From an optimization exercise on the open Yosys and OpenROAD flow, aimed at small area, a short achievable clock period and few clock cycles; shortcuts taken in it are not production practice. In this exercise RTL edits were held to simulation tests only and were not proved equivalent to the original.

$ cat design/flow/config.mk
export PLATFORM = sky130hd
export DESIGN_NAME = anaModul
export DESIGN_NICKNAME = anaModul
export VERILOG_FILES = /design/flow/design.v
export SDC_FILE = /design/flow/constraint.sdc
export NUM_CORES = 4
export LEC_CHECK = 0
export CAP_MARGIN = 20
export CORE_MARGIN = 2
export CORE_UTILIZATION = 40
export SLEW_MARGIN = 20
$ cat design/flow/run.sh
#!/bin/bash
# synth_recipe.tcl (not shown) runs the flow's synth.tcl, then flattens the netlist and writes it again
# the make line also repeats each setting of config.mk as NAME=value (left out here)
make -C /OpenROAD-flow-scripts/flow DESIGN_CONFIG=/design/flow/config.mk WORK_HOME=/design/flow/orfs CLKGATE_MAP_FILE= SYNTH_SCRIPT=/design/flow/synth_recipe.tcl finish
$ cat design/flow/design.v
`timescale 1ns / 1ps
module toplama
	(
	input 	[31:0] sayi1,
	input 	[31:0] sayi2,
	input 	clk,
	input 	rst,
	input 	basla,
	output 	[63:0] sonuc,
	output 	hazir,
	output  gecerli,
	output	tasma
	);
	reg [31:0] temp_sonuc;
	reg [31:0] temp_sayi1;
	reg [31:0] temp_sayi2;
	reg carry_out;                           
	reg temp_hazir;
	reg temp_carry;
	reg [5:0] i;
	always@(posedge clk) begin
	   if (rst) begin
	       temp_hazir <= 1'b1;
	       i <= 6'd0;
	   end
	   else if (temp_hazir) begin
	       if (basla) begin
	           temp_hazir <= 1'b0;
	           temp_sonuc <= 32'b0;
	           temp_sayi1 <= sayi1;
	           temp_sayi2 <= sayi2;
	           carry_out <= 1'b0;
	           i <= 6'd0;
	       end
	   end
	   else begin
	       i <= i + 6'd1;
	       if (i < 6'd32) begin
	           temp_sonuc <= {temp_sayi1[0] ^ temp_sayi2[0] ^ carry_out, temp_sonuc[31:1]};
	           carry_out  <= (temp_sayi1[0] & temp_sayi2[0]) | (carry_out & (temp_sayi1[0] ^ temp_sayi2[0]));
	           temp_sayi1 <= temp_sayi1 >> 1;
	           temp_sayi2 <= temp_sayi2 >> 1;
	       end
	       else begin
	           temp_hazir <= 1'b1;
	           temp_carry <= carry_out;
	       end
	   end
	end
    assign sonuc[63:0] = {15'b0, temp_carry, temp_sonuc, 16'b0};
    assign hazir = temp_hazir;
    assign gecerli = 1'b1;
    assign tasma = 1'b0;                     
endmodule
`timescale 1ns / 1ps
module cikarma
    (
	input 	[31:0] sayi1,
	input 	[31:0] sayi2,
	input 	clk,
	input 	rst,
	input 	basla,
	output 	[63:0] sonuc,
	output 	hazir,
	output  gecerli,
	output	tasma
	);
	reg [31:0] temp_sonuc;
	reg [31:0] temp_sayi1;
	reg [31:0] temp_sayi2;
	reg carry_out;                           
	reg temp_hazir;
	reg temp_carry;
	reg [5:0] i;
	always@(posedge clk) begin
	   if (rst) begin
	       temp_hazir <= 1'b1;
	       i <= 6'd0;
	   end
	   else if (temp_hazir) begin
	       if (basla) begin
	           temp_hazir <= 1'b0;
	           temp_sonuc <= 32'b0;
	           temp_sayi1 <= sayi1;
	           temp_sayi2 <= ~sayi2;            
	           carry_out <= 1'b1;
	           i <= 6'd0;
	       end
	   end
	   else begin
	       i <= i + 6'd1;
	       if (i < 6'd32) begin
	           temp_sonuc <= {temp_sayi1[0] ^ temp_sayi2[0] ^ carry_out, temp_sonuc[31:1]};
	           carry_out  <= (temp_sayi1[0] & temp_sayi2[0]) | (carry_out & (temp_sayi1[0] ^ temp_sayi2[0]));
	           temp_sayi1 <= temp_sayi1 >> 1;
	           temp_sayi2 <= temp_sayi2 >> 1;
	       end
	       else begin
	           temp_hazir <= 1'b1;
	           temp_carry <= carry_out;         
	       end
	   end
	end
    assign sonuc[63:0] = {{16{~temp_carry}}, temp_sonuc, 16'b0};
    assign hazir = temp_hazir;
    assign gecerli = 1'b1;
    assign tasma = ~temp_carry;              
endmodule
`timescale 1ns / 1ps
module carpma(
    input clk, rst, basla,
    input [31:0] sayi1, 
    input [31:0] sayi2,
    output hazir,
    output gecerli, tasma, 
    output [63:0] sonuc
    );
    reg [64:0] sonuc_temp;
    reg [31:0] temp_sayi1;
    reg [5:0] i;
    reg temp_hazir;
    always @(posedge clk) begin
        if (rst) begin
            temp_hazir <= 1'b1;
        end
        else if (temp_hazir) begin
            if (basla) begin
                temp_hazir <= 1'b0;
                sonuc_temp <= {33'b0, sayi2};
                temp_sayi1 <= sayi1;
                i <= 6'd1;
            end
        end
        else begin
            if (sonuc_temp[0] == 1)
                sonuc_temp <= ({1'b0, temp_sayi1, 32'b0} + sonuc_temp) >> 1;   
            else
                sonuc_temp <= sonuc_temp >> 1;
            i <= i + 6'd1;
            if (i == 6'd32)
                temp_hazir <= 1'b1;
        end
    end
    assign sonuc = sonuc_temp[63:0];
    assign hazir = temp_hazir;
    assign gecerli = 1'b1;
    assign tasma = 1'b0;
endmodule
`timescale 1ns / 1ps
module bolme
	(
	input 	[31:0] bolunen,
	input 	[31:0] bolen,
	input 	clk,
	input 	rst,
	input 	basla,
	output 	[63:0] sonuc,
	output 	hazir,
	output  gecerli,
	output	tasma
	);
	reg [47:0] temp_sonuc;														 
	reg [31:0] reg_sonuc;														 
	reg [47:0] temp_bolunen;													 
	reg [79:0] temp_bolen;														 
	reg [5:0] tur;
	reg	temp_hazir;
	reg temp_gecerli;
	reg	temp_tasma;
	always @( posedge clk ) begin
		if (rst) begin
			temp_hazir <= 1'b1;
		end
		else if( temp_hazir ) begin										 
			if (basla) begin
				temp_hazir <= 1'b0;
				tur <= 47;
				temp_sonuc <= 0;												 
				temp_tasma <= 1'b0;												 
				temp_gecerli <= 1'b1;
				temp_bolunen <= {bolunen[31:0], 16'b0};							 
				temp_bolen <= {1'b0, bolen[31:0], 47'b0};
				if(bolen == 32'd0 || bolunen == 32'd0)begin						 
					temp_hazir <= 1'b1;											 
					temp_gecerli <= (bolen != 32'd0);
					reg_sonuc <= 32'd0;
				end
			end
		end
		else begin
			temp_bolen <= temp_bolen >> 1;										 
			tur <= tur - 1;														 
			if({32'b0, temp_bolunen} >= temp_bolen) begin						 
				temp_sonuc[tur] <= 1'b1;										 
				temp_bolunen <= temp_bolunen - temp_bolen[47:0];
			end
			if(tur == 0) begin													 
				temp_hazir <= 1'b1;
				reg_sonuc <= {temp_sonuc[31:1], ({32'b0, temp_bolunen} >= temp_bolen)};
				if (temp_sonuc[47:32] != 16'd0)									 
					temp_tasma <= 1'b1;
            end
		end
	end
	assign sonuc[63:0] = {16'b0, reg_sonuc[31:0], 16'b0};								
	assign hazir = temp_hazir;
	assign gecerli = temp_gecerli;
	assign tasma = temp_tasma;													 
endmodule
`timescale 1ns / 1ps
module karekok
    (
    input [31:0] sayi,
    input clk,
    input rst,
    input basla,
    output [63:0] sonuc,
    output hazir,
    output gecerli,
    output tasma
    );
    reg [31:0] temp_sayi;
    reg [15:0] temp_sonuc;
    reg [15:0] temp;
    reg [17:0] sol,sag,hatirlat;
    integer i;
    always@(*)begin
    temp_sayi = sayi;
    temp_sonuc = 0;
    sol = 0;    
    sag = 0;  
    hatirlat = 0;   
        for(i=0;i<16;i=i+1) begin 
            sag = {temp_sonuc,hatirlat[17],1'b1};
            sol = {hatirlat[15:0],temp_sayi[31:30]};
            temp_sayi = {temp_sayi[29:0],2'b00};     
            if (hatirlat[17] == 1)  
                hatirlat = sol + sag;
            else     
                hatirlat = sol - sag;
            temp_sonuc = {temp_sonuc[14:0],!hatirlat[17]};
        end
    end
    always@(posedge clk)begin
        if (basla && !rst)
            temp <= temp_sonuc;
    end
    assign sonuc = {24'b0, temp, 24'b0};
    assign hazir = 1'b1;
    assign tasma = 1'b0;
    assign gecerli = 1'b1;
endmodule
`timescale 1ns / 1ps
module anaModul
    (
	input 	[31:0] sayi1,
	input 	[31:0] sayi2,
	input   [2:0] tur,
	input   basla,
	input 	clk,
	input   rst,
	output 	[63:0] sonuc,
	output 	hazir,
	output  gecerli,
	output	tasma
	);
	reg [2:0] temp_tur;
	wire [63:0] temp_sonuc[4:0];
	wire temp_tasma [4:0];
	wire temp_hazir [4:0];
	wire temp_gecerli [4:0];
	wire [4:0] temp_basla;
	reg [63:0] son_sonuc;
	reg son_hazir;
	reg son_tasma;
	reg son_gecerli;
	wire kabul = basla & son_hazir & ~rst;            
	assign temp_basla[0] = kabul & (tur == 3'b000);
	assign temp_basla[1] = kabul & (tur == 3'b001);
	assign temp_basla[2] = kabul & (tur == 3'b010);
	assign temp_basla[3] = kabul & (tur == 3'b011);
	assign temp_basla[4] = kabul & (tur == 3'b100);
    toplama toplama1(.sayi1(sayi1),.sayi2(sayi2),.clk(clk),.rst(rst),.basla(temp_basla[0]),.sonuc(temp_sonuc[0]),.hazir( temp_hazir[0]),.gecerli(temp_gecerli[0]),.tasma(temp_tasma[0]));
	cikarma cikarma1(.sayi1(sayi1),.sayi2(sayi2),.clk(clk),.rst(rst),.basla(temp_basla[1]),.sonuc(temp_sonuc[1]),.hazir( temp_hazir[1]),.gecerli(temp_gecerli[1]),.tasma(temp_tasma[1]));
	carpma carpma1(.sayi1(sayi1),.sayi2(sayi2),.clk(clk),.rst(rst),.basla(temp_basla[2]),.sonuc(temp_sonuc[2]),.hazir( temp_hazir[2]),.gecerli(temp_gecerli[2]),.tasma(temp_tasma[2]));
	bolme bolme1(.bolunen(sayi1),.bolen(sayi2),.clk(clk),.rst(rst),.basla(temp_basla[3]),.sonuc(temp_sonuc[3]),.hazir( temp_hazir[3]),.gecerli(temp_gecerli[3]),.tasma(temp_tasma[3]));
	karekok karekok1(.sayi(sayi1),.clk(clk),.rst(rst),.basla(temp_basla[4]),.sonuc(temp_sonuc[4]),.hazir( temp_hazir[4]),.gecerli(temp_gecerli[4]),.tasma(temp_tasma[4]));
    always@(posedge clk) begin
        if (rst)
            temp_tur <= 3'b111;
        else if (kabul)
            temp_tur <= tur;
    end
    always@* begin
        case (temp_tur)
            3'b000:  begin son_sonuc = temp_sonuc[0]; son_hazir = temp_hazir[0]; son_gecerli = temp_gecerli[0]; son_tasma = temp_tasma[0]; end
            3'b001:  begin son_sonuc = temp_sonuc[1]; son_hazir = temp_hazir[1]; son_gecerli = temp_gecerli[1]; son_tasma = temp_tasma[1]; end
            3'b010:  begin son_sonuc = temp_sonuc[2]; son_hazir = temp_hazir[2]; son_gecerli = temp_gecerli[2]; son_tasma = temp_tasma[2]; end
            3'b011:  begin son_sonuc = temp_sonuc[3]; son_hazir = temp_hazir[3]; son_gecerli = temp_gecerli[3]; son_tasma = temp_tasma[3]; end
            3'b100:  begin son_sonuc = temp_sonuc[4]; son_hazir = temp_hazir[4]; son_gecerli = temp_gecerli[4]; son_tasma = temp_tasma[4]; end
            default: begin son_sonuc = 64'b0;         son_hazir = 1'b1;          son_gecerli = 1'b0;            son_tasma = 1'b0;          end
        endcase
    end
	assign sonuc[63:0] = son_sonuc[63:0];
	assign tasma = son_tasma;
	assign gecerli = son_gecerli;
	assign hazir = son_hazir;
endmodule
$ cat design/flow/constraint.sdc
create_clock -name core_clock -period 55.0 [get_ports {clk}]
set_input_delay 11.0000 -clock core_clock [delete_from_list [all_inputs] [get_ports {clk}]]
set_output_delay 11.0000 -clock core_clock [all_outputs]
set_load 0.01 [all_outputs]
==> results of run 1 <==
## per-layer routing
metal	GRT usage [%]	vias up	routed length [um]
met5	0	-	0
li1	-	12800	-
met4	4.21	0	1690
met2	32.2	556	43500
met1	27.5	12800	44000
met3	2.85	92	4590
## how the worst max path moves through the flow
stage / cells after the start / slack, ns / startpoint / end
detailed placement: 221 / -0.12 / sayi1[30] / karekok1.temp[0]
global placement: 220 / 0.81 / sayi1[30] / karekok1.temp[0]
global route: 235 / -0.05 / sayi1[28] / karekok1.temp[0]
CTS: 221 / 0.41 / sayi1[30] / karekok1.temp[0]
finish: 234 / 3.53 / sayi1[28] / karekok1.temp[0]
floorplan: 237 / 0.40 / sayi1[31] / karekok1.temp[0]
## metrics by stage
step / worst slack, ns / cell area, um^2 / util, %
CTS: 0.412 / 41500 / 45.3
finish: 3.53 / 41800 / 45.7
floorplan: 0.404 / 36900 / -
global route: -0.0477 / 41800 / 45.7
detailed placement: -0.117 / 39600 / 43.3
global placement: 0.810 / 39600 / 43.3
## worst max-delay path: cells and delay by family
family	cells	cell delay, ns
multiplexers	3	1.02
AO/OA/AOI/OAI	114	20.52
buffers and inverters	10	1.64
AND/OR/NAND/NOR	65	7.53
adder cells (fa/ha/maj)	15	4.57
XOR/XNOR	27	5.57
## cells by family (layout without fill, tap and decap cells)
family | Yosys count | count (layout) | synth area share (%)
DFF | 547 | 547 | 44.0
AOI/OAI and AO/OA | 734 | 734 | 13.0
muxes | 244 | 244 | 7.76
buffers and inverters | 375 | 553 | 4.00
other | 0 | 1 | 0
adders and majority gates | 277 | 277 | 9.45
xor gates and xnor gates | 337 | 337 | 8.55
and+or+nand+nor | 971 | 971 | 13.2
## final cells by class
cell class,count,share of cell area (%)
diodes,1,0.00599
clock buffers,72,3.55
clock inverters,34,0.838
inverters,242,2.20
multi-input cells,2563,46.4
flip-flops and latches,547,38.9
well taps,1186,3.55
repair buffers,205,4.53
## cells in the mapped netlist, types with 65 or more instances
master      n
mux2_2    158
edfxtp_1  528
ha_1      269
nand2_1   165
inv_1     233
mux2i_1    65
a21oi_1   186
xor2_1    102
nor3_1     96
o21ai_0   171
nor2b_1   150
nor2_1    297
a21o_1     78
xnor2_1   219
o21a_1     70
clkbuf_1   96
## sequential cells by signal, indices dropped and copies added, names as in the netlist, 3 cells and up
signal               count
temp_tur                 3
cikarma1.temp_sayi1     32
bolme1.temp_bolunen     48
bolme1.tur               6
cikarma1.temp_sayi2     32
carpma1.i                6
toplama1.temp_sonuc     32
bolme1.temp_sonuc       47
cikarma1.i               6
carpma1.temp_sayi1      32
bolme1.temp_bolen       79
cikarma1.temp_sonuc     32
toplama1.temp_sayi2     32
carpma1.sonuc_temp      64
toplama1.i               6
bolme1.reg_sonuc        32
toplama1.temp_sayi1     32
karekok1.temp           16
## repair_timing
| action | 4_1_cts | 5_1_grt |
|---|---|---|
| hold buffers | 0 | 0 |
| endpoints found under the setup margin | 0 | 2 |
| resized for setup | 0 | 32 |
| setup buffers | 0 | 22 |
## layout by cell type, fill, tap and decap left out, types with 8 or more instances in the layout
master,n
nand2b_1,44
nor4_1,27
and3_1,24
ha_1,267
clkdlybuf4s50_1,133
mux2i_1,65
o21ai_0,169
a21boi_0,15
nor2_1,294
nand2_1,165
o21bai_1,44
buf_4,67
nor3b_1,12
nor2b_1,150
and2_1,32
inv_1,229
a21oi_1,180
o31ai_1,17
nor3_1,93
xnor2_2,8
a21o_1,77
mux4_2,17
a221o_1,19
edfxtp_1,528
a31oi_1,31
clkinv_1,20
mux2_2,158
clkbuf_16,57
xnor2_4,8
nand3_1,36
xor2_1,100
o21a_1,70
or3_1,17
clkbuf_1,15
xnor2_1,214
nand4_1,21
dfxtp_1,14
a211oi_1,9
or2_2,8
==> results.cfg, run 1 <==
[min_path]
hp-start = toplama1.i[1]
hold_path_end = toplama1.i[1]
holdPathStages = 2
min-delay-path-class = reg2reg

[layout]
area_growth_pct = 13.2
seqCellArea_mm2 = 0.0163
final_layout_size_suffix_gt1_share_pct = 11.5
multi_input_area_mm2 = 0.0194
finalNonFillerCells = 4850
nets = 3959
num-fill-cells = 8480

[global_routing]
grt_pass1_wl_mm = 147
grt_max_degree = 88
antenna_found_initial = 2
overflow = 0
grt_pass1_vias = 25700
grt_usage_pct = 19.6

[placed_design]
place.gp.congestion = 0.864
dp_cells = 4721
numPortBuffers = 136
dpl.hpwl_mm = 67.6

[clock_tree]
cts_buffers = 57
cts-root-buf = clkbuf_16
clkTransAtPathRegs_ns = 0.06
clock_sinks = 547
cts_buffer_depth = 3
h-tree-depth = 2
clk_latency_ns = 0.63
cts_tree = yes

[critical_path]
crit_top_cell = o21a_1
path_class = in2reg
regToRegSetupSlack_ns = 46.88
r2r-start = bolme1.temp_bolen[1]
critPathRequiredTime_ns = 55.37
crit_slowest_cell = clkdlybuf4s50_1
slowest_delay_ns = 0.63
critPathMaxFanout = 12
rr_worst_depth = 30
r2r-end = bolme1.temp_bolunen[9]
arrival_ns = 51.84
crit_path_end_kind = flip-flop
start_kind = primary input

[synth]
synth.area.top_cells = edfxtp_1, ha_1, xnor2_1
yosysWarnings = 6
syn_area_mm2 = 0.0369
ys_seq_area_share_pct = 44.0
synth_ff_type = edfxtp_1
synthCells = 3485
syn_avg_cell_area_um2 = 10.6
ys_types = 111
synth-seq-cells = 547
synth-edff-count = 528
yosys.area.top_type_share_pct = 43.0
yosysTopAreaCell = edfxtp_1
async_reset_ff_share_pct = 0
syn_nets = 3828

[floorplan]
die_x_um = 308
initial_utilization_pct = 40.3
dieArea_mm2 = 0.0947
core_area_mm2 = 0.0915
pin_count = 137
row_count = 111
fp.dieH_um = 308

[timing]
worst_slew_pin_slew_ns = 1.07
timing.hold.ws_ns = 0.491
fmax_mhz = 19.4
slew_headroom_pct = 28.7
drv_slew = 0
setup_viol = 0
tns_ns = 0
post-route-min-period_ns = 51.47
period_share_pct = 93.6
hold_viol_final = 0
fin_skew_ns = 0.0382

[drt]
wirelength_mm = 93.7
drc = 0
via_per_inst = 5.42
firstDrtPassIters = 6
wl_per_cell_um = 19.3
vias = 26300
ant_nets = 0
drt_iter0_drc = 1908

[status]
outcome = complete, no violations

[job]
cap_violations = 0
Testbench counts, summed over its fixed seeds: cycles 48,230.
==> inputs of run 2 (changes only) <==
==> design/flow/design.v (replaced) <==
module anaModul
    (
    input   [31:0] sayi1,
    input   [31:0] sayi2,
    input   [2:0] tur,
    input   basla,
    input   clk,
    input   rst,
    output  [63:0] sonuc,
    output  hazir,
    output  gecerli,
    output  tasma
    );
    localparam K = 2;            
    reg        busy;
    reg [2:0]  op;
    reg [5:0]  cnt;              
    reg [63:0] P;
    reg [31:0] X;
    reg        gec, tas;
    wire op_add = (op == 3'd0);
    wire op_sub = (op == 3'd1);
    wire op_mul = (op == 3'd2);
    wire op_div = (op == 3'd3);
    wire op_sqr = (op == 3'd4);
    reg [31:0] hi, lo;
    reg [15:0] q;
    reg [32:0] a, b, s;
    reg        ci, co, ge, ovf;
    reg [33:0] sum;
    reg [32:0] s0;               
    reg        ge0;
    integer i;
    always @* begin
        hi  = P[63:32];
        lo  = P[31:0];
        q   = (cnt == 6'd0) ? 16'd0 : X[15:0];
        ovf = 1'b0;
        for (i = 0; i < K; i = i + 1) begin
            if (op_mul)
                a = {1'b0, hi};
            else if (i == 0 && (op_add | op_sub))
                a = {1'b0, lo};
            else
                a = {hi, lo[31] & ~cnt[5]};
            if (op_mul)
                b = lo[0] ? {1'b0, X} : 33'd0;
            else if (op_sqr)
                b = ~{15'd0, q, ~lo[30]};
            else if (op_add)
                b = {1'b0, X};
            else
                b = ~{1'b0, X};
            ci  = ~(op_mul | op_add);
            sum = {1'b0, a} + {1'b0, b} + {33'd0, ci};
            s   = sum[32:0];
            ge  = sum[33];
            if (i == 0) begin s0 = s; ge0 = ge; end
            ovf = ovf | (lo[31] & cnt[5]);
            if (op_mul) begin
                hi = s[32:1];
                lo = {s[0], lo[31:1]};
            end else if (op_sqr) begin
                hi = ge ? {s[30:0], ~lo[30]} : {a[30:0], lo[30]};
                lo = {lo[29:0], 2'b00};
                q  = {q[14:0], ge};
            end else begin
                hi = ge ? s[31:0] : a[31:0];
                lo = {lo[30:0], ge};
            end
        end
    end
    wire [5:0] cnt_n = cnt + K;
    wire last = op_mul ? (cnt_n == 6'd32) : op_div ? (cnt_n == 6'd48) : (cnt_n == 6'd16);
    always @(posedge clk) begin
        if (rst)
            busy <= 1'b0;
        else if (!busy)
            busy <= basla;
        else if (!(op_mul | op_div | op_sqr) || (op_div && X == 32'd0) || last)
            busy <= 1'b0;
    end
    always @(posedge clk) begin
        if (!busy) begin
            if (basla) begin
                op  <= tur;
                cnt <= 6'd0;
                P   <= {32'd0, sayi1};
                X   <= sayi2;
            end
        end else begin
            cnt <= cnt_n;
            case (op)
            3'd0: begin
                P <= {15'd0, s0, 16'd0};
                gec <= 1'b1; tas <= 1'b0;
            end
            3'd1: begin
                P <= {{16{~ge0}}, s0[31:0], 16'd0};
                gec <= 1'b1; tas <= ~ge0;
            end
            3'd2: begin
                P <= {hi, lo};
                gec <= 1'b1; tas <= 1'b0;
            end
            3'd3: begin
                if (X == 32'd0) begin
                    P <= 64'd0; gec <= 1'b0; tas <= 1'b0;
                end else begin
                    if (cnt == 6'd0) tas <= 1'b0;
                    if (ovf) tas <= 1'b1;
                    gec <= 1'b1;
                    P <= last ? {16'd0, lo, 16'd0} : {hi, lo};
                end
            end
            3'd4: begin
                X[15:0] <= q;
                P <= last ? {24'd0, q, 24'd0} : {hi, lo};
                gec <= 1'b1; tas <= 1'b0;
            end
            default: begin
                P <= 64'd0; gec <= 1'b0; tas <= 1'b0;
            end
            endcase
        end
    end
    assign sonuc   = P;
    assign hazir   = ~busy;
    assign gecerli = gec;
    assign tasma   = tas;
endmodule
==> run 2 against run 1 <==
Compared with the run above:
- clock skew shrank 0.017 ns
- synthesized area shrank 63%
- non-clock buffer count shrank 41
- die area shrank 63%
- via count shrank 41%
- synthesized cell count shrank 47%
- first-iteration DRC count grew 44%
- sequential share of layout area shrank 18 points
- global-route usage grew 14 points
==> results.cfg, run 2 <==
[timing]
fmax_mhz = 76.0
hold_viol_final = 0
post-route-min-period_ns = 13.16
period_share_pct = 23.9
worst_slew_pin_slew_ns = 1.14
slew_headroom_pct = 23.2
fin_skew_ns = 0.0208
drv_slew = 0
rsz0062_at_grt = no
setup_slack_ns = 41.84
tns_ns = 0
setup_viol = 0

[synth]
synth_most_common_cell = nand2_1
syn_nets = 1999
synth_ff_type = edfxtp_1
yosysTopAreaCell = edfxtp_1
async_reset_ff_share_pct = 0
yosys.area.top_type_share_pct = 23.4
ys_types = 89
synth-seq-cells = 107
synth-edff-count = 106
synth.area.top_cells = edfxtp_1, a21oi_1, nand2_1
syn_avg_cell_area_um2 = 7.31
synth_common_cells = nand2_1, a21oi_1, nor2_1
syn_area_mm2 = 0.0136
yosysWarnings = 1
ys_seq_area_share_pct = 23.6
synthCells = 1860

[layout]
final_cell_mix = nand2_1, a21oi_1, nor2_1, o21ai_0, clkdlybuf4s50_1
final_layout_size_suffix_gt1_share_pct = 5.41
largest-register = P
nets = 2018
largest_reg_flops = 64
layout_commonest_cell = nand2_1
antenna_cells = 0
area_growth_pct = 13.5
num-fill-cells = 3444
multi_input_area_mm2 = 0.00969
top_regs = P x64, X x32, cnt x5
seqCellArea_mm2 = 0.00320

[drt]
wl_per_cell_um = 26.4
via_per_inst = 6.64
drt_iter0_drc = 2738
wirelength_mm = 61.6
firstDrtPassIters = 6
drc = 0
vias = 15500
ant_nets = 0

[critical_path]
r2r-end = P[33]
arrival_ns = 2.16
cp_cell_sequence = clkinv_1 -> clkdlybuf4s50_1
crit_slowest_cell = dfxtp_1
path_class = reg2out
critical_path.top_delay_family = flip-flops
slowest_delay_ns = 1.02
critPathRequiredTime_ns = 44.00
crit_path_end_kind = output pin
regToRegSetupSlack_ns = 44.86
path_buf_inv = 2
r2r-start = op[1]
start_kind = flip-flop
rr_worst_depth = 29
critPathMaxFanout = 25

[floorplan]
dieArea_mm2 = 0.0355
core_area_mm2 = 0.0335
initial_utilization_pct = 40.5
die_x_um = 188
pin_count = 137
fp.dieH_um = 188
row_count = 67

[clock_tree]
ctsResizeCount = 0
clock_sinks = 107
cts_buffers = 9
cts_setup_buffers = 0
cts-root-buf = clkbuf_16
ctsHoldBuffers = 0
cts_tree = yes
clkTransAtPathRegs_ns = 0.07
clk_latency_ns = 0.40
h-tree-depth = 3
cts_buffer_depth = 2

[global_routing]
grt_max_degree = 79
grt_pass1_vias = 13700
grt_usage_pct = 33.8
antenna_found_initial = 0
overflow = 0
grt_pass1_wl_mm = 89.8

[placed_design]
numPortBuffers = 136
dpl.hpwl_mm = 46.4
post-place-ws_ns = 42.23
place.gp.congestion = 1.03

[min_path]
hold_path_end = cnt[1]
hp-start = cnt[1]
min-delay-path-class = reg2reg
holdPathStages = 1

[job]
cap_violations = 0

[status]
outcome = complete, no violations
[run 2: cell count changes after synthesis, moves of 38 or more]
| cell | before | now |
|---|---|---|
| a21o_1 | 78 | 17 |
| a21oi_1 | 186 | 225 |
| edfxtp_1 | 528 | 106 |
| ha_1 | 269 | 65 |
| inv_1 | 233 | 27 |
| mux2_2 | 158 | 19 |
| nand2_1 | 165 | 263 |
| nor2_1 | 297 | 215 |
| nor2b_1 | 150 | 6 |
| nor3_1 | 96 | 22 |
| o21a_1 | 70 | 15 |
| o21bai_1 | 44 | 6 |
| xnor2_1 | 219 | 33 |
| xor2_1 | 102 | 25 |
[run 2: layer usage]
metal / vias up / wire length (um) / GRT usage, %
met5: - / 0 / 0
met4: 0 / 2220 / 12.3
met3: 98 / 7340 / 8.18
met2: 1044 / 24900 / 47.4
met1: 7330 / 27200 / 49.7
li1: 7011 / - / -
[run 2: cells by family (layout without fill, tap and decap cells)]
logic type	after synthesis	count (layout)	share of synthesized area, %
xor+xnor	59	59	3.91
mux	54	54	4.15
simple gates	642	642	20.7
buf+inv	185	209	5.68
compound gates	744	744	35.5
fa+ha+maj	69	69	6.57
flops	107	107	23.6
[run 2: worst max-delay path by stage]
stage / from / to / slack (ns) / depth (start not counted)
3_5_place_dp: busy / hazir / 42.23 / 2
6_report: busy / hazir / 41.84 / 2
3_3_place_gp: busy / hazir / 42.21 / 2
4_1_cts: busy / hazir / 41.81 / 2
2_1_floorplan: basla / X[0] / 42.22 / 2
5_1_grt: busy / hazir / 41.63 / 2
[run 2: worst register-to-register path, delay by kind of cell (launching register included)]
family                   cells  cell delay (ns)
multiplexers                 2             0.94
AND/OR/NAND/NOR              4             1.33
flip-flops                   1             0.67
AO/OA/AOI/OAI               18             4.97
buffers and inverters        3             1.12
adder cells (fa/ha/maj)      2             0.93
[run 2: layout make-up]
type,instances,share of cell area (%)
inverters,29,0.706
flip-flops and latches,107,20.8
clock buffers,10,1.48
multi-input cells,1568,62.8
repair buffers,164,10.2
well taps,448,3.63
clock inverters,6,0.389
[run 2: stage by stage]
stage / cell area [um^2] / hold slack [ns] / cells / util (%)
floorplan: 13600 / 0.432 / 1860 / -
global placement: 15100 / 0.665 / 2316 / 45.1
detailed placement: 15100 / 0.665 / 2316 / 45.1
CTS: 15400 / 0.678 / 2332 / 46.0
global route: 15400 / 0.724 / 2332 / 46.0
finish: 15400 / 0.675 / 2332 / 46.0
Testbench counts of run 2, summed over its fixed seeds: cycles 17,799.
==> inputs of run 3 (changes only) <==
--- a/design/flow/design.v
+++ b/design/flow/design.v
@@ -13,4 +13,6 @@
     );
     localparam K = 2;            
+    localparam MSTEPS = (32 % K == 0) ? 32 : 33;
+    localparam SREM = 16 % K;    
     reg        busy;
     reg [2:0]  op;
@@ -25,5 +27,5 @@
     wire op_sqr = (op == 3'd4);
     reg [31:0] hi, lo;
-    reg [15:0] q;
+    reg [15:0] q, q1;
     reg [32:0] a, b, s;
     reg        ci, co, ge, ovf;
@@ -32,7 +34,8 @@
     reg        ge0;
     integer i;
+    wire skip = op_div & (cnt == 6'd0) & (|X[31:24]);
     always @* begin
-        hi  = P[63:32];
-        lo  = P[31:0];
+        hi  = skip ? {8'd0, P[31:8]}   : P[63:32];
+        lo  = skip ? {P[7:0], 24'd0}   : P[31:0];
         q   = (cnt == 6'd0) ? 16'd0 : X[15:0];
         ovf = 1'b0;
@@ -43,5 +46,5 @@
                 a = {1'b0, lo};
             else
-                a = {hi, lo[31] & ~cnt[5]};
+                a = {hi, lo[31] & (cnt + i < 32)};
             if (op_mul)
                 b = lo[0] ? {1'b0, X} : 33'd0;
@@ -57,5 +60,5 @@
             ge  = sum[33];
             if (i == 0) begin s0 = s; ge0 = ge; end
-            ovf = ovf | (lo[31] & cnt[5]);
+            ovf = ovf | (lo[31] & (cnt + i >= 32));
             if (op_mul) begin
                 hi = s[32:1];
@@ -65,4 +68,5 @@
                 lo = {lo[29:0], 2'b00};
                 q  = {q[14:0], ge};
+                if (i == SREM - 1) q1 = q;
             end else begin
                 hi = ge ? s[31:0] : a[31:0];
@@ -71,13 +75,13 @@
         end
     end
-    wire [5:0] cnt_n = cnt + K;
-    wire last = op_mul ? (cnt_n == 6'd32) : op_div ? (cnt_n == 6'd48) : (cnt_n == 6'd16);
+    wire [5:0] cnt_n = (skip ? 6'd24 : cnt) + K;
+    wire last = op_mul ? (cnt_n == MSTEPS) : op_div ? (cnt_n == 6'd48) : (cnt_n >= 6'd16);
+    wire [15:0] qfin = (SREM == 0) ? q : q1;
+    wire done = !(op_mul | op_div | op_sqr) || (op_div && X == 32'd0) || last;
+    wire busy_n = rst ? 1'b0 : busy ? ~done : basla;
+    reg  hazir_q;                
     always @(posedge clk) begin
-        if (rst)
-            busy <= 1'b0;
-        else if (!busy)
-            busy <= basla;
-        else if (!(op_mul | op_div | op_sqr) || (op_div && X == 32'd0) || last)
-            busy <= 1'b0;
+        busy    <= busy_n;
+        hazir_q <= ~busy_n;
     end
     always @(posedge clk) begin
@@ -86,5 +90,8 @@
                 op  <= tur;
                 cnt <= 6'd0;
-                P   <= {32'd0, sayi1};
+                if (MSTEPS == 33 && tur == 3'd2)
+                    P <= {31'd0, sayi1, 1'b0};
+                else
+                    P <= {32'd0, sayi1};
                 X   <= sayi2;
             end
@@ -116,5 +123,5 @@
             3'd4: begin
                 X[15:0] <= q;
-                P <= last ? {24'd0, q, 24'd0} : {hi, lo};
+                P <= last ? {24'd0, qfin, 24'd0} : {hi, lo};
                 gec <= 1'b1; tas <= 1'b0;
             end
@@ -126,5 +133,5 @@
     end
     assign sonuc   = P;
-    assign hazir   = ~busy;
+    assign hazir   = hazir_q;
     assign gecerli = gec;
     assign tasma   = tas;
==> run 3 against run 2 <==
Compared with the run above:
- register-to-register slack worse by 0.65 ns
- synthesized cell count is 2.5% higher
- clock skew is 0.0020 ns lower
- sequential share of layout area is 0.59 points lower
- die area is 4.6% higher
- clock-buffer cell count stayed put
- synthesized area is 4.7% higher
- critical endpoint is now sonuc[19]
- cell count is 2.7% higher
==> results.cfg, run 3 <==
[timing]
post-route-min-period_ns = 12.76
drv_slew = 0
hold_viol_final = 0
timing.hold.ws_ns = 0.686
fmax_mhz = 78.3
fin_skew_ns = 0.0188
setup_viol = 0
worst_slew_pin_slew_ns = 1.09
tns_ns = 0
slew_headroom_pct = 26.7
setup_slack_ns = 42.24
period_share_pct = 23.2
rsz0062_at_grt = no

[critical_path]
crit_end = sonuc[19]
critical_path.top_delay_family = flip-flops
critPathRequiredTime_ns = 44.00
startpoint = P[19]
start_kind = flip-flop
r2r-end = P[34]
critPathMaxFanout = 7
crit_slowest_cell = edfxtp_1
slowest_delay_ns = 0.73
cp_num_cells = 1
path_class = reg2out
cp_cell_sequence = clkdlybuf4s50_1
regToRegSetupSlack_ns = 44.21
r2r-start = op[0]
arrival_ns = 1.76
path_buf_inv = 1
rr_worst_depth = 30
crit_path_end_kind = output pin

[synth]
syn_avg_cell_area_um2 = 7.47
ys_seq_area_share_pct = 22.8
synth_common_cells = nand2_1, a21oi_1, nor2_1
synth-seq-cells = 109
yosys.area.top_type_share_pct = 22.6
synth-edff-count = 107
ys_types = 110
yosysTopAreaCell = edfxtp_1
syn_area_mm2 = 0.0142
synthCells = 1906
synth_ff_type = edfxtp_1
synth.area.top_cells = edfxtp_1, a21oi_1, nand2_1
async_reset_ff_share_pct = 0
yosysWarnings = 1
syn_nets = 2045
synth_most_common_cell = nand2_1

[clock_tree]
cts_buffer_depth = 2
cts_tree = yes
ctsResizeCount = 0
clk_latency_ns = 0.40
cts_buffers = 9
clkTransAtPathRegs_ns = 0.08
h-tree-depth = 3
cts-root-buf = clkbuf_16
cts_setup_buffers = 0
ctsHoldBuffers = 0
clock_sinks = 109

[placed_design]
numPortBuffers = 136
place.gp.congestion = 1.04
post-place-ws_ns = 42.04
dpl.hpwl_mm = 53.6

[drt]
via_per_inst = 6.92
vias = 16600
drc = 0
wirelength_mm = 70.7
firstDrtPassIters = 7
wl_per_cell_um = 29.5
ant_nets = 0
drt_iter0_drc = 2963

[layout]
layout_commonest_cell = nand2_1
final_layout_size_suffix_gt1_share_pct = 7.70
final_cell_mix = nand2_1, a21oi_1, nor2_1, o21ai_0, clkdlybuf4s50_1
area_growth_pct = 13.2
top_regs = P x64, X x32, cnt x6
largest-register = P
nets = 2068
largest_reg_flops = 64
final_util_pct = 45.7

[global_routing]
grt_pass1_wl_mm = 101
grt_pass1_vias = 14700
overflow = 0
grt_usage_pct = 37.4
antenna_found_initial = 4
grt_max_degree = 84

[floorplan]
dieArea_mm2 = 0.0371
initial_utilization_pct = 40.3
core_area_mm2 = 0.0353
fp.dieH_um = 193
die_x_um = 193
row_count = 69
pin_count = 137

[status]
outcome = complete, no violations

[job]
cap_violations = 0

[min_path]
min-delay-path-class = reg2reg
-- run 3: cells by family after synthesis --
logic type	after synthesis	share of synthesized area, %
simple gates	623	19.6
xor+xnor	56	3.44
mux	54	4.13
compound gates	801	37.9
fa+ha+maj	69	6.27
buf+inv	194	5.83
flops	109	22.8
-- run 3: final cells by class --
type                       instances  area, um^2
tap                              461         577
sequential                       109        3250
fill                            3614       19200
timing repair buffer             173        1650
clock buffer                      10         239
clock inverter                     6        62.6
multi-input combinational       1603       10200
inverter                          33         124
antenna                            1        2.50
-- run 3: worst min path at each step --
stage,from,endpoint,slack [ns],cells past startpoint
6_report,cnt[0],cnt[0],0.69,1
5_1_grt,cnt[0],cnt[0],0.72,1
4_1_cts,cnt[0],cnt[0],0.68,1
3_5_place_dp,cnt[0],cnt[0],0.66,1
3_3_place_gp,cnt[0],cnt[0],0.65,1
2_1_floorplan,busy,gec,0.43,0
-- run 3: layer usage --
layer / up-vias / GRT usage, % / share of wire [%] / wire length, um
li1: 7322 / - / - / -
met1: 7859 / 53.1 / 41 / 29200
met2: 1236 / 52.1 / 40 / 28600
met3: 165 / 13.8 / 15 / 10400
met4: 4 / 11.7 / 3.5 / 2460
met5: - / 0 / 0.045 / 32
-- run 3: stage by stage --
stage                     cell area (um^2)  cells
after global routing                 16100   2395
after detailed placement             15800   2379
final                                16100   2396
after global placement               15800   2378
after floorplan                      14200   1906
after CTS                            16100   2395
Testbench counts of run 3, summed over its fixed seeds: cycles 15,231.
==> inputs of run 4 (changes only) <==
==> design/flow/flow/run.sh (new file) <==
#!/bin/bash
# The standard layout (standard.sh: the standard flow's synthesis and ORFS flow), with one
# change: the buffers that ORFS puts on the input and output ports are buf_2
# cells instead of the cell buffer_ports picks by default (clkdlybuf4s50_1).
set -e
export BUFFER_PORTS_ARGS="-buffer_cell sky130_fd_sc_hd__buf_2"
bash standard.sh > standard.log 2>&1
==> design/flow/standard.sh (new file) <==
#!/bin/bash
# synth_recipe.tcl (not shown) runs the flow's synth.tcl, then flattens the netlist and writes it again
# the make line also repeats each setting of config.mk as NAME=value (left out here)
make -C /OpenROAD-flow-scripts/flow DESIGN_CONFIG=/design/flow/config.mk WORK_HOME=/design/flow/orfs CLKGATE_MAP_FILE= SYNTH_SCRIPT=/design/flow/synth_recipe.tcl "${@:-finish}"
removed: design/flow/run.sh
==> run 4 against run 3 <==
Compared with the run above:
- hold slack lost 0.028 ns
- worst setup slack better by 0.40 ns
- die area stayed put
- wire length shrank 4.1%
- fmax rose by 3.3%
- global-route usage down 2.1 points
- sequential share of layout area grew 0.87 points
- critical path type unchanged
==> results.cfg, run 4 <==
[status]
outcome = complete, no violations

[drt]
wl_per_cell_um = 28.3
via_per_inst = 6.94
ant_nets = 0
firstDrtPassIters = 10
drc = 0
vias = 16600
wirelength_mm = 67.8
drt_iter0_drc = 2738

[global_routing]
grt_pass1_vias = 14400
grtUsageMet1_pct = 49.1
grt_usage_pct = 35.4
met2_usage_pct = 49.9
antenna_found_initial = 2
busiest_layer = met2
overflow = 0
grt_max_degree = 81
use_met3_pct = 11.7
grt_pass1_wl_mm = 96.2

[critical_path]
path_class = reg2out
arrival_ns = 1.36
cp_cell_sequence = buf_2
start_kind = flip-flop
path_buf_inv = 1
critical_path.top_delay_family = flip-flops
critPathRequiredTime_ns = 44.00
slowest_delay_ns = 0.72
crit_path_end_kind = output pin
crit_slowest_cell = edfxtp_1
critPathMaxFanout = 6

[timing]
setup_viol = 0
fmax_mhz = 80.9
period_share_pct = 22.5
tns_ns = 0
slew_headroom_pct = 27.8
rsz0062_at_grt = no
worst_slew_pin_slew_ns = 1.08
hold_viol_final = 0
post-route-min-period_ns = 12.36
drv_slew = 0
fin_skew_ns = 0.0182

[synth]
synth_ff_type = edfxtp_1
async_reset_ff_share_pct = 0
synth-edff-count = 107
yosysTopAreaCell = edfxtp_1
syn_avg_cell_area_um2 = 7.47
synth_most_common_cell = nand2_1
synth_common_cells = nand2_1, a21oi_1, nor2_1
ys_types = 110
ys_seq_area_share_pct = 22.8
yosys.area.top_type_share_pct = 22.6
synthCells = 1906
yosysWarnings = 1
synth.area.top_cells = edfxtp_1, a21oi_1, nand2_1
synth-seq-cells = 109
syn_area_mm2 = 0.0142
syn_nets = 2045

[clock_tree]
cts_tree = yes
ctsResizeCount = 0
cts_setup_buffers = 0
clk_latency_ns = 0.40
h-tree-depth = 3
clkTransAtPathRegs_ns = 0.09
ctsHoldBuffers = 0
clock_sinks = 109
cts_buffer_depth = 2
cts_buffers = 9
cts-root-buf = clkbuf_16

[floorplan]
pin_count = 137
die_x_um = 193
fp.dieH_um = 193
row_count = 69
initial_utilization_pct = 40.3
core_area_mm2 = 0.0353
dieArea_mm2 = 0.0371

[layout]
nets = 2068
largest_reg_flops = 64
layout_commonest_cell = nand2_1
largest-register = P
final_layout_size_suffix_gt1_share_pct = 14.8
area_growth_pct = 8.54
antenna_cells = 0
final_cell_mix = nand2_1, a21oi_1, nor2_1, o21ai_0, buf_2
top_regs = P x64, X x32, cnt x6
seqCellArea_mm2 = 0.00325
final_util_pct = 43.8
num-fill-cells = 3626
multi_input_area_mm2 = 0.0102

[placed_design]
dpl.hpwl_mm = 51.2
numPortBuffers = 136
place.gp.congestion = 1.06

[min_path]
min-delay-path-class = reg2reg

[job]
cap_violations = 0
run 4: cell counts after synthesis:
Identical to the previous run, type by type.
run 4: cells by family after synthesis:
| logic type | after synthesis | share of synthesized area [%] |
|---|---|---|
| compound gates | 801 | 37.9 |
| simple gates | 623 | 19.6 |
| buf+inv | 194 | 5.83 |
| flops | 109 | 22.8 |
| fa+ha+maj | 69 | 6.27 |
| xor+xnor | 56 | 3.44 |
| mux | 54 | 4.13 |
run 4: layer usage:
layer / wire length (um) / share of wire, %
met1: 27200 / 40
met2: 27700 / 41
met3: 9730 / 14
met4: 3200 / 4.7
met5: 18 / 0.027
run 4: area by class of cell:
class	count	area share, %
repair buffers	173	6.33
flip-flops and latches	109	21.0
well taps	461	3.73
inverters	33	0.801
clock inverters	5	0.316
clock buffers	11	1.64
multi-input cells	1603	66.1
run 4: per-stage QoR:
stage | worst slack [ns] | instances | instance area (um^2) | hold WS, ns
global route | 42.65 | 2395 | 15500 | 0.702
global placement | 42.52 | 2378 | 15100 | 0.642
CTS | 42.73 | 2394 | 15400 | 0.665
detailed placement | 42.49 | 2378 | 15100 | 0.642
finish | 42.64 | 2395 | 15500 | 0.658
floorplan | 42.15 | 1906 | 14200 | 0.432
run 4: final timing paths:
kind | startpoint | end | slack [ns] | cells past startpoint
max | P[28] | sonuc[28] | 42.64 | 1
min | cnt[0] | cnt[0] | 0.66 | 1
max reg2reg | op[0] | P[48] | 44.24 | 33
min reg2reg | cnt[0] | cnt[0] | 0.66 | 1
==> inputs of run 5 (changes only) <==
--- a/design/flow/design.v
+++ b/design/flow/design.v
@@ -28,7 +28,8 @@
     reg [31:0] hi, lo;
     reg [15:0] q, q1;
-    reg [32:0] a, b, s;
-    reg        ci, co, ge, ovf;
-    reg [33:0] sum;
+    reg [32:0] s;
+    reg [33:0] a, b, sum;
+    reg        ci, ge, ovf, neg;
+    reg        rn;               
     reg [32:0] s0;               
     reg        ge0;
@@ -40,23 +41,24 @@
         q   = (cnt == 6'd0) ? 16'd0 : X[15:0];
         ovf = 1'b0;
+        neg = rn & (cnt != 6'd0);
         for (i = 0; i < K; i = i + 1) begin
             if (op_mul)
-                a = {1'b0, hi};
+                a = {2'b0, hi};
             else if (i == 0 && (op_add | op_sub))
-                a = {1'b0, lo};
+                a = {2'b0, lo};
             else
-                a = {hi, lo[31] & (cnt + i < 32)};
+                a = {neg & op_div, hi, lo[31] & (cnt + i < 32)};
             if (op_mul)
-                b = lo[0] ? {1'b0, X} : 33'd0;
+                b = lo[0] ? {2'b0, X} : 34'd0;
             else if (op_sqr)
-                b = ~{15'd0, q, ~lo[30]};
-            else if (op_add)
-                b = {1'b0, X};
+                b = ~{16'd0, q, ~lo[30]};
+            else if (op_add | (op_div & neg))
+                b = {2'b0, X};
             else
-                b = ~{1'b0, X};
-            ci  = ~(op_mul | op_add);
-            sum = {1'b0, a} + {1'b0, b} + {33'd0, ci};
+                b = ~{2'b0, X};
+            ci  = ~(op_mul | op_add | (op_div & neg));
+            sum = a + b + {33'd0, ci};
             s   = sum[32:0];
-            ge  = sum[33];
+            ge  = ~sum[33];
             if (i == 0) begin s0 = s; ge0 = ge; end
             ovf = ovf | (lo[31] & (cnt + i >= 32));
@@ -65,11 +67,12 @@
                 lo = {s[0], lo[31:1]};
             end else if (op_sqr) begin
-                hi = ge ? {s[30:0], ~lo[30]} : {a[30:0], lo[30]};
+                hi = {12'd0, ge ? {s[18:0], ~lo[30]} : {a[18:0], lo[30]}};
                 lo = {lo[29:0], 2'b00};
                 q  = {q[14:0], ge};
                 if (i == SREM - 1) q1 = q;
             end else begin
-                hi = ge ? s[31:0] : a[31:0];
-                lo = {lo[30:0], ge};
+                hi  = s[31:0];
+                neg = ~ge;
+                lo  = {lo[30:0], ge};
             end
         end
@@ -115,4 +118,5 @@
                     P <= 64'd0; gec <= 1'b0; tas <= 1'b0;
                 end else begin
+                    rn <= neg;
                     if (cnt == 6'd0) tas <= 1'b0;
                     if (ovf) tas <= 1'b1;
==> design/flow/run.sh (new file) <==
#!/bin/bash
# synth_recipe.tcl (not shown) runs the flow's synth.tcl, then flattens the netlist and writes it again
# the make line also repeats each setting of config.mk as NAME=value (left out here)
make -C /OpenROAD-flow-scripts/flow DESIGN_CONFIG=/design/flow/config.mk WORK_HOME=/design/flow/orfs CLKGATE_MAP_FILE= SYNTH_SCRIPT=/design/flow/synth_recipe.tcl finish
removed: design/flow/flow/run.sh
removed: design/flow/standard.sh
==> run 5 against run 4 <==
Compared with the run above:
- first-iteration DRC count shrank 12%
- clock-buffer cell count is the same
- fmax down 2.8%
- highest routed layer is now met4
- hold slack improved by 0.027 ns
- clock skew fell by 0.0032 ns
- cell count shrank 7.6%
- via count is 6.4% lower
- synthesized cell count down 9.4%
- critical endpoint is now sonuc[31]
==> results.cfg, run 5 <==
[timing]
timing.hold.ws_ns = 0.685
worst_slew_pin_slew_ns = 1.13
hold_viol_final = 0
fin_skew_ns = 0.0150
tns_ns = 0
drv_slew = 0
fmax_mhz = 78.6
period_share_pct = 23.1
slew_headroom_pct = 24.2
rsz0062_at_grt = no
post-route-min-period_ns = 12.71
setup_viol = 0
setup_slack_ns = 42.29

[global_routing]
grt_usage_pct = 38.1
antenna_found_initial = 1
overflow = 0
grt_pass1_wl_mm = 94.6
grt_pass1_vias = 13600
grt_max_degree = 71

[job]
cap_violations = 0

[clock_tree]
cts_buffers = 9
clkTransAtPathRegs_ns = 0.09
ctsHoldBuffers = 0
ctsResizeCount = 0
cts_setup_buffers = 0
h-tree-depth = 3
cts-root-buf = clkbuf_16
clk_latency_ns = 0.40
cts_buffer_depth = 2
clock_sinks = 110
cts_tree = yes

[synth]
syn_nets = 1866
synth-edff-count = 108
synthCells = 1727
syn_avg_cell_area_um2 = 7.64
synth.area.top_cells = edfxtp_1, a21oi_1, ha_1
syn_area_mm2 = 0.0132
async_reset_ff_share_pct = 0
synth_ff_type = edfxtp_1
ys_seq_area_share_pct = 24.9
yosysTopAreaCell = edfxtp_1
synth_common_cells = nand2_1, nor2_1, a21oi_1
ys_types = 92
synth-seq-cells = 110
yosysWarnings = 1
synth_most_common_cell = nand2_1
yosys.area.top_type_share_pct = 24.6

[critical_path]
crit_path_end_kind = output pin
path_buf_inv = 1
path_class = reg2out
critPathRequiredTime_ns = 44.00
crit_slowest_cell = edfxtp_1
cp_cell_sequence = clkdlybuf4s50_1
slowest_delay_ns = 0.68
start_kind = flip-flop
critPathMaxFanout = 7
regToRegSetupSlack_ns = 43.19
critical_path.top_delay_family = flip-flops
arrival_ns = 1.71

[floorplan]
dieArea_mm2 = 0.0345
core_area_mm2 = 0.0325
initial_utilization_pct = 40.5
pin_count = 137
fp.dieH_um = 186
die_x_um = 186
row_count = 66

[layout]
antenna_cells = 0
final_layout_size_suffix_gt1_share_pct = 6.10
multi_input_area_mm2 = 0.00924
layout_commonest_cell = nand2_1
final_util_pct = 46.6
largest-register = P
final_cell_mix = nand2_1, nor2_1, a21oi_1, clkdlybuf4s50_1, o21ai_0
nets = 1904
seqCellArea_mm2 = 0.00328
largest_reg_flops = 64
num-fill-cells = 3316
area_growth_pct = 14.9
top_regs = P x64, X x32, cnt x6

[drt]
ant_nets = 0
drt_iter0_drc = 2414
vias = 15600
via_per_inst = 7.03
firstDrtPassIters = 8
wl_per_cell_um = 30.0
drc = 0
wirelength_mm = 66.4

[placed_design]
dpl.hpwl_mm = 50.4
place.gp.congestion = 1.02
numPortBuffers = 136
post-place-ws_ns = 42.14

[min_path]
min-delay-path-class = reg2reg

[status]
outcome = complete, no violations
==> run 5: layer usage <==
layer	track usage, %	share of wire (%)	up-vias
li1	-	-	6729
met1	55.7	42	7419
met2	52.0	39	1234
met3	11.1	14	168
met4	14.4	4.4	0
met5	0	0	-
==> run 5: through the flow <==
step | instance area, um^2 | instances
final | 15200 | 2212
after floorplan | 13200 | 1727
after global routing | 15200 | 2212
after global placement | 14800 | 2196
after detailed placement | 14800 | 2196
after CTS | 15200 | 2212
==> run 5: cells by family (layout without fill, tap and decap cells) <==
kind of cell	Yosys count	in the layout	share of synthesized area [%]
buf+inv	182	225	5.59
mux	44	44	3.43
fa+ha+maj	69	69	6.77
flops	110	110	24.9
xor+xnor	60	60	3.98
simple gates	542	542	18.5
compound gates	720	720	36.8
==> run 5: final timing paths <==
check        startpoint  cells after the start        end
min              cnt[1]                      1     cnt[1]
min reg2reg      cnt[1]                      1     cnt[1]
max               P[31]                      1  sonuc[31]
max reg2reg      cnt[0]                     32      P[49]
==> run 5: cell type report <==
cell class              instances  share of cell area, %
clock buffers                  11                   1.67
clock inverters                 5                  0.322
inverters                      35                  0.867
multi-input cells            1435                   61.0
flip-flops and latches        110                   21.7
well taps                     442                   3.65
repair buffers                174                   10.9
Testbench counts of run 5, summed over its fixed seeds: cycles 15,231.
==> inputs of run 6 (changes only) <==
--- a/design/flow/design.v
+++ b/design/flow/design.v
@@ -37,5 +37,5 @@
     wire skip = op_div & (cnt == 6'd0) & (|X[31:24]);
     always @* begin
-        hi  = skip ? {8'd0, P[31:8]}   : P[63:32];
+        hi  = skip ? {8'd0, P[31:8]} : (cnt == 6'd0) ? 32'd0 : P[63:32];
         lo  = skip ? {P[7:0], 24'd0}   : P[31:0];
         q   = (cnt == 6'd0) ? 16'd0 : X[15:0];
@@ -90,13 +90,9 @@
     always @(posedge clk) begin
         if (!busy) begin
-            if (basla) begin
-                op  <= tur;
-                cnt <= 6'd0;
-                if (MSTEPS == 33 && tur == 3'd2)
-                    P <= {31'd0, sayi1, 1'b0};
-                else
-                    P <= {32'd0, sayi1};
-                X   <= sayi2;
-            end
+            op  <= tur;
+            cnt <= 6'd0;
+            X   <= sayi2;
+            if (basla)
+                P[31:0] <= sayi1;
         end else begin
             cnt <= cnt_n;
==> design/flow/flow/run.sh (new file) <==
#!/bin/bash
# The standard layout (standard.sh: the standard flow's synthesis and ORFS flow), with one
# change: the buffers that ORFS puts on the input and output ports are buf_1
# cells instead of the cell buffer_ports picks by default (clkdlybuf4s50_1).
set -e
export BUFFER_PORTS_ARGS="-buffer_cell sky130_fd_sc_hd__buf_1"
bash standard.sh > standard.log 2>&1
==> design/flow/standard.sh (new file) <==
#!/bin/bash
# synth_recipe.tcl (not shown) runs the flow's synth.tcl, then flattens the netlist and writes it again
# the make line also repeats each setting of config.mk as NAME=value (left out here)
make -C /OpenROAD-flow-scripts/flow DESIGN_CONFIG=/design/flow/config.mk WORK_HOME=/design/flow/orfs CLKGATE_MAP_FILE= SYNTH_SCRIPT=/design/flow/synth_recipe.tcl "${@:-finish}"
removed: design/flow/run.sh
==> run 6 against run 5 <==
Compared with the run above:
- fmax grew 3.4%
- design area down 6.6%
- critical endpoint is now sonuc[22]
- flip-flop and latch count unchanged
- critical path depth unchanged
- global-route usage decreased by 2.0 points
- sequential share of layout area increased by 1.1 points
- register-to-register slack better by 0.57 ns
- via count decreased by 5.2%
- synthesized area is 0.84% lower
- core utilization fell by 2.9 points
==> results.cfg, run 6 <==
[synth]
ys_types = 99
synthCells = 1647
yosysTopAreaCell = edfxtp_1
synth-seq-cells = 110
yosys.area.top_type_share_pct = 23.4
syn_area_mm2 = 0.0131
async_reset_ff_share_pct = 0
synth-edff-count = 102
synth.area.top_cells = edfxtp_1, a21oi_1, ha_1
ys_seq_area_share_pct = 24.6
syn_nets = 1786
syn_avg_cell_area_um2 = 7.94
synth_ff_type = edfxtp_1
synth_common_cells = a21oi_1, nand2_1, nor2_1
yosysWarnings = 1
synth_most_common_cell = a21oi_1

[timing]
slew_headroom_pct = 25.6
drv_slew = 0
tns_ns = 0
fmax_mhz = 81.3
worst_slew_pin_slew_ns = 1.11
timing.hold.ws_ns = 0.519
hold_viol_final = 0
fin_skew_ns = 0.0148
post-route-min-period_ns = 12.30
setup_viol = 0
period_share_pct = 22.4
rsz0062_at_grt = no

[clock_tree]
ctsHoldBuffers = 0
ctsResizeCount = 0
cts_buffer_depth = 2
clk_latency_ns = 0.41
clkTransAtPathRegs_ns = 0.08
clock_sinks = 110
h-tree-depth = 3
cts-root-buf = clkbuf_16
cts_buffers = 9
cts_tree = yes
cts_setup_buffers = 0

[global_routing]
grtUsageMet1_pct = 49.9
grt_max_degree = 62
grt_usage_pct = 36.1
use_met3_pct = 9.08
grt_pass1_vias = 13300
overflow = 0
busiest_layer = met2
grt_pass1_wl_mm = 89.4
antenna_found_initial = 2
met2_usage_pct = 52.6

[drt]
drt_iter0_drc = 2641
firstDrtPassIters = 7
wl_per_cell_um = 29.4
ant_nets = 0
via_per_inst = 6.90
drc = 0
vias = 14700
wirelength_mm = 62.8

[layout]
final_layout_size_suffix_gt1_share_pct = 8.14
finalNonFillerCells = 2137
nets = 1829
top_regs = P x64, X x32, cnt x6
largest-register = P
layout_commonest_cell = a21oi_1
largest_reg_flops = 64
final_cell_mix = a21oi_1, nand2_1, buf_1, nor2_1, o21ai_0
antenna_cells = 0
area_growth_pct = 8.21

[floorplan]
core_area_mm2 = 0.0324
initial_utilization_pct = 40.4
die_x_um = 185
row_count = 66
dieArea_mm2 = 0.0342
fp.dieH_um = 185
pin_count = 137

[critical_path]
path_buf_inv = 1
path_class = reg2out
critPathRequiredTime_ns = 44.00
crit_slowest_cell = edfxtp_1
start_kind = flip-flop
cp_cell_sequence = buf_1
crit_path_end_kind = output pin
arrival_ns = 1.30
slowest_delay_ns = 0.69
critPathMaxFanout = 7
critical_path.top_delay_family = flip-flops

[placed_design]
numPortBuffers = 136
dpl.hpwl_mm = 47.3
dp_cells = 2121
place.gp.congestion = 1.01

[status]
outcome = complete, no violations

[min_path]
min-delay-path-class = reg2reg

[job]
cap_violations = 0
==> run 6: kinds of logic after synthesis <==
kind of cell / synth area share (%)
muxes: 5.37
and+or+nand+nor: 16.6
adders and majority gates: 6.83
buffers and inverters: 5.88
DFF: 24.6
xor gates and xnor gates: 4.34
AOI/OAI and AO/OA: 36.4
==> run 6: path summary, 6_finish.rpt <==
path	startpoint	endpoint	slack, ns	cells past startpoint
worst max register to register	op[2]	P[60]	43.76	32
worst max-delay path	P[22]	sonuc[22]	42.70	1
worst min register to register	cnt[1]	cnt[1]	0.52	1
worst min-delay path	cnt[1]	cnt[1]	0.52	1
==> run 6: cell type report <==
class                      count  area (um^2)
clock inverter                 7          104
sequential                   110         3220
tap                          442          553
inverter                      35          131
timing repair buffer         172          788
fill                        3372        18200
clock buffer                   9          225
multi-input combinational   1362         9130
==> run 6: per-stage QoR <==
stage          util, %  cell area, um^2  worst slack, ns
6_report          43.7            14200            42.70
5_1_grt           43.7            14200            42.75
4_1_cts           43.7            14200            42.77
3_5_place_dp      42.7            13800            42.86
3_3_place_gp      42.7            13800            42.89
2_1_floorplan        -            13100            43.17
==> run 6: routing by layer <==
layer	vias up	wire length, um
met4	4	3440
met2	1067	25900
met5	-	27
met3	221	7840
li1	6404	-
met1	7048	25600
Testbench counts of run 6, summed over its fixed seeds: cycles 15,231.
==> inputs of run 7 (changes only) <==
--- a/design/flow/config.mk
+++ b/design/flow/config.mk
@@ -8,4 +8,4 @@
 export CAP_MARGIN = 20
 export CORE_MARGIN = 2
-export CORE_UTILIZATION = 40
+export CORE_UTILIZATION = 60
 export SLEW_MARGIN = 20
==> run 7 against run 6 <==
Compared with the run above:
- critical endpoint is now sonuc[1]
- fmax increased by 0.29%
- wire length down 9.2%
- cell count decreased by 7.8%
- clock skew decreased by 0.00065 ns
- synthesized cell count unchanged
- worst setup slack better by 0.036 ns
- via count is 1.6% higher
- sequential share of layout area rose by 0.47 points
- first-iteration DRC count grew 2.5%
==> results.cfg, run 7 <==
[synth]
synth_most_common_cell = a21oi_1
synth-edff-count = 102
yosysTopAreaCell = edfxtp_1
synth-seq-cells = 110
synth_ff_type = edfxtp_1
yosys.area.top_type_share_pct = 23.4
synth.area.top_cells = edfxtp_1, a21oi_1, ha_1
async_reset_ff_share_pct = 0
syn_avg_cell_area_um2 = 7.94
ys_seq_area_share_pct = 24.6
syn_nets = 1786
yosysWarnings = 1
syn_area_mm2 = 0.0131
synthCells = 1647
ys_types = 99
synth_common_cells = a21oi_1, nand2_1, nor2_1

[layout]
final_layout_size_suffix_gt1_share_pct = 7.64
largest_reg_flops = 64
largest-register = P
nets = 1822
area_growth_pct = 6.03
final_cell_mix = a21oi_1, nand2_1, nor2_1, buf_1, o21ai_0
layout_commonest_cell = a21oi_1
top_regs = P x64, X x32, cnt x6

[critical_path]
r2r-start = op[1]
slowest_delay_ns = 0.68
cp_cell_sequence = buf_1
path_class = reg2out
regToRegSetupSlack_ns = 43.58
critPathRequiredTime_ns = 44.00
critical_path.top_delay_family = flip-flops
start_kind = flip-flop
rr_worst_depth = 27
path_buf_inv = 1
crit_slowest_cell = edfxtp_1
arrival_ns = 1.27
r2r-end = P[43]
crit_path_end_kind = output pin
critPathMaxFanout = 8

[timing]
worst_slew_pin_slew_ns = 1.10
rsz0062_at_grt = no
fmax_mhz = 81.5
setup_viol = 0
fin_skew_ns = 0.0142
drv_slew = 0
hold_viol_final = 0
period_share_pct = 22.3
setup_slack_ns = 42.73
post-route-min-period_ns = 12.27
slew_headroom_pct = 26.4
tns_ns = 0

[clock_tree]
ctsHoldBuffers = 0
cts_buffer_depth = 2
cts_tree = yes
ctsResizeCount = 0
cts-root-buf = clkbuf_16
clock_sinks = 110
cts_buffers = 9
clk_latency_ns = 0.38
clkTransAtPathRegs_ns = 0.10
h-tree-depth = 3
cts_setup_buffers = 0

[min_path]
holdPathStages = 1
hold_path_end = cnt[0]
hp-start = cnt[0]
min-delay-path-class = reg2reg

[drt]
wirelength_mm = 57.0
wl_per_cell_um = 29.0
vias = 15000
via_per_inst = 7.60
firstDrtPassIters = 9
drc = 0
ant_nets = 0
drt_iter0_drc = 2707

[global_routing]
grt_pass1_vias = 13200
overflow = 0
grt_max_degree = 72
antenna_found_initial = 1
grt_pass1_wl_mm = 82.0
grt_usage_pct = 48.3

[floorplan]
row_count = 54
pin_count = 137
die_x_um = 152
core_area_mm2 = 0.0216
initial_utilization_pct = 60.5
dieArea_mm2 = 0.0230
fp.dieH_um = 152

[placed_design]
place.gp.congestion = 1.06
dpl.hpwl_mm = 42.0
post-place-ws_ns = 42.85
numPortBuffers = 136

[status]
outcome = complete, no violations

[job]
cap_violations = 0
run 7: cell type report:
type | instances | area, um^2
flip-flops and latches | 110 | 3220
multi-input cells | 1362 | 9120
inverters | 35 | 131
clock inverters | 7 | 85.1
fillers | 1976 | 7750
repair buffers | 165 | 728
clock buffers | 9 | 225
well taps | 280 | 350
diodes | 2 | 5.00
run 7: worst max path at each step:
stage	from	cells past startpoint	end	slack [ns]
floorplan	sayi1[27]	6	P[27]	43.17
global placement	sayi1[27]	7	P[27]	42.91
detailed placement	basla	2	P[16]	42.85
CTS	P[1]	1	sonuc[1]	42.79
global route	P[1]	1	sonuc[1]	42.74
finish	P[1]	1	sonuc[1]	42.73
run 7: per-stage QoR:
stage	util (%)	instance area, um^2	hold WS (ns)	instances
6_report	64.1	13900	0.530	1970
3_5_place_dp	62.7	13600	0.506	1952
3_3_place_gp	62.7	13600	0.498	1952
2_1_floorplan	-	13100	0.460	1647
5_1_grt	64.1	13900	0.531	1968
4_1_cts	64.1	13900	0.527	1968
run 7: cells by family (layout without fill, tap and decap cells):
kind of cell / count (synthesis) / after routing / share of synthesized area [%]
flip-flops: 110 / 110 / 24.6
AND/OR/NAND/NOR: 471 / 471 / 16.6
adder cells (fa/ha/maj): 69 / 69 / 6.83
XOR/XNOR: 64 / 64 / 4.34
AO/OA/AOI/OAI: 690 / 690 / 36.4
buffers and inverters: 175 / 216 / 5.88
multiplexers: 68 / 68 / 5.37
other: 0 / 2 / 0
run 7: routing by layer:
layer | global-route usage (%) | wire length (um) | part of all wire, % | vias to the layer above
li1 | - | - | - | 6403
met1 | 63.4 | 21000 | 37 | 6916
met2 | 69.1 | 23000 | 40 | 1352
met3 | 18.9 | 9280 | 16 | 303
met4 | 23.6 | 3670 | 6.4 | 0
met5 | 0 | 0 | 0 | -

==> static timing again, ports no longer ideal <==
No port has a modelled driver above. Below, the same layouts with a new extraction and two added sets of constraints.
Step 1 (the two cells are an assumption about what drives the block):
set clk [get_ports {clk}]
set_driving_cell -lib_cell sky130_fd_sc_hd__clkbuf_16 $clk
set_driving_cell -lib_cell sky130_fd_sc_hd__buf_2 [delete_from_list [all_inputs] $clk]
Step 2, shift: input delay + t, output delay - t, t = (earliest + latest rising clock arrival at the registers) / 2. This alone moves slack from input paths to output paths.
Three values: no drivers, after step 1, after step 2; two values: the first two.
| run | t (ns) | setup WS [ns] | hold WS [ns] | latest minus earliest clock arrival (ns) |
|---|---|---|---|---|
| run 1 | 0.679 | 3.528 / 3.543 / 2.863 | 0.491 / 0.491 / 0.491 | 0.041 / 0.041 |
| run 2 | 0.442 | 41.839 / 41.789 / 42.231 | 0.675 / 0.675 / 0.675 | 0.021 / 0.021 |
| run 3 | 0.443 | 42.236 / 42.185 / 42.006 | 0.686 / 0.686 / 0.686 | 0.019 / 0.019 |
| run 4 | 0.450 | 42.640 / 42.584 / 42.457 | 0.658 / 0.658 / 0.658 | 0.018 / 0.018 |
| run 5 | 0.443 | 42.285 / 42.231 / 42.158 | 0.685 / 0.685 / 0.685 | 0.015 / 0.015 |
| run 6 | 0.453 | 42.698 / 42.648 / 42.852 | 0.519 / 0.519 / 0.519 | 0.015 / 0.015 |
| run 7 | 0.427 | 42.734 / 42.682 / 42.832 | 0.530 / 0.530 / 0.530 | 0.014 / 0.014 |
After both steps every run listed still meets setup and hold. The setup slack of run 1, which loses most, moves by +0.015 ns with the drivers and by -0.665 ns with both steps.
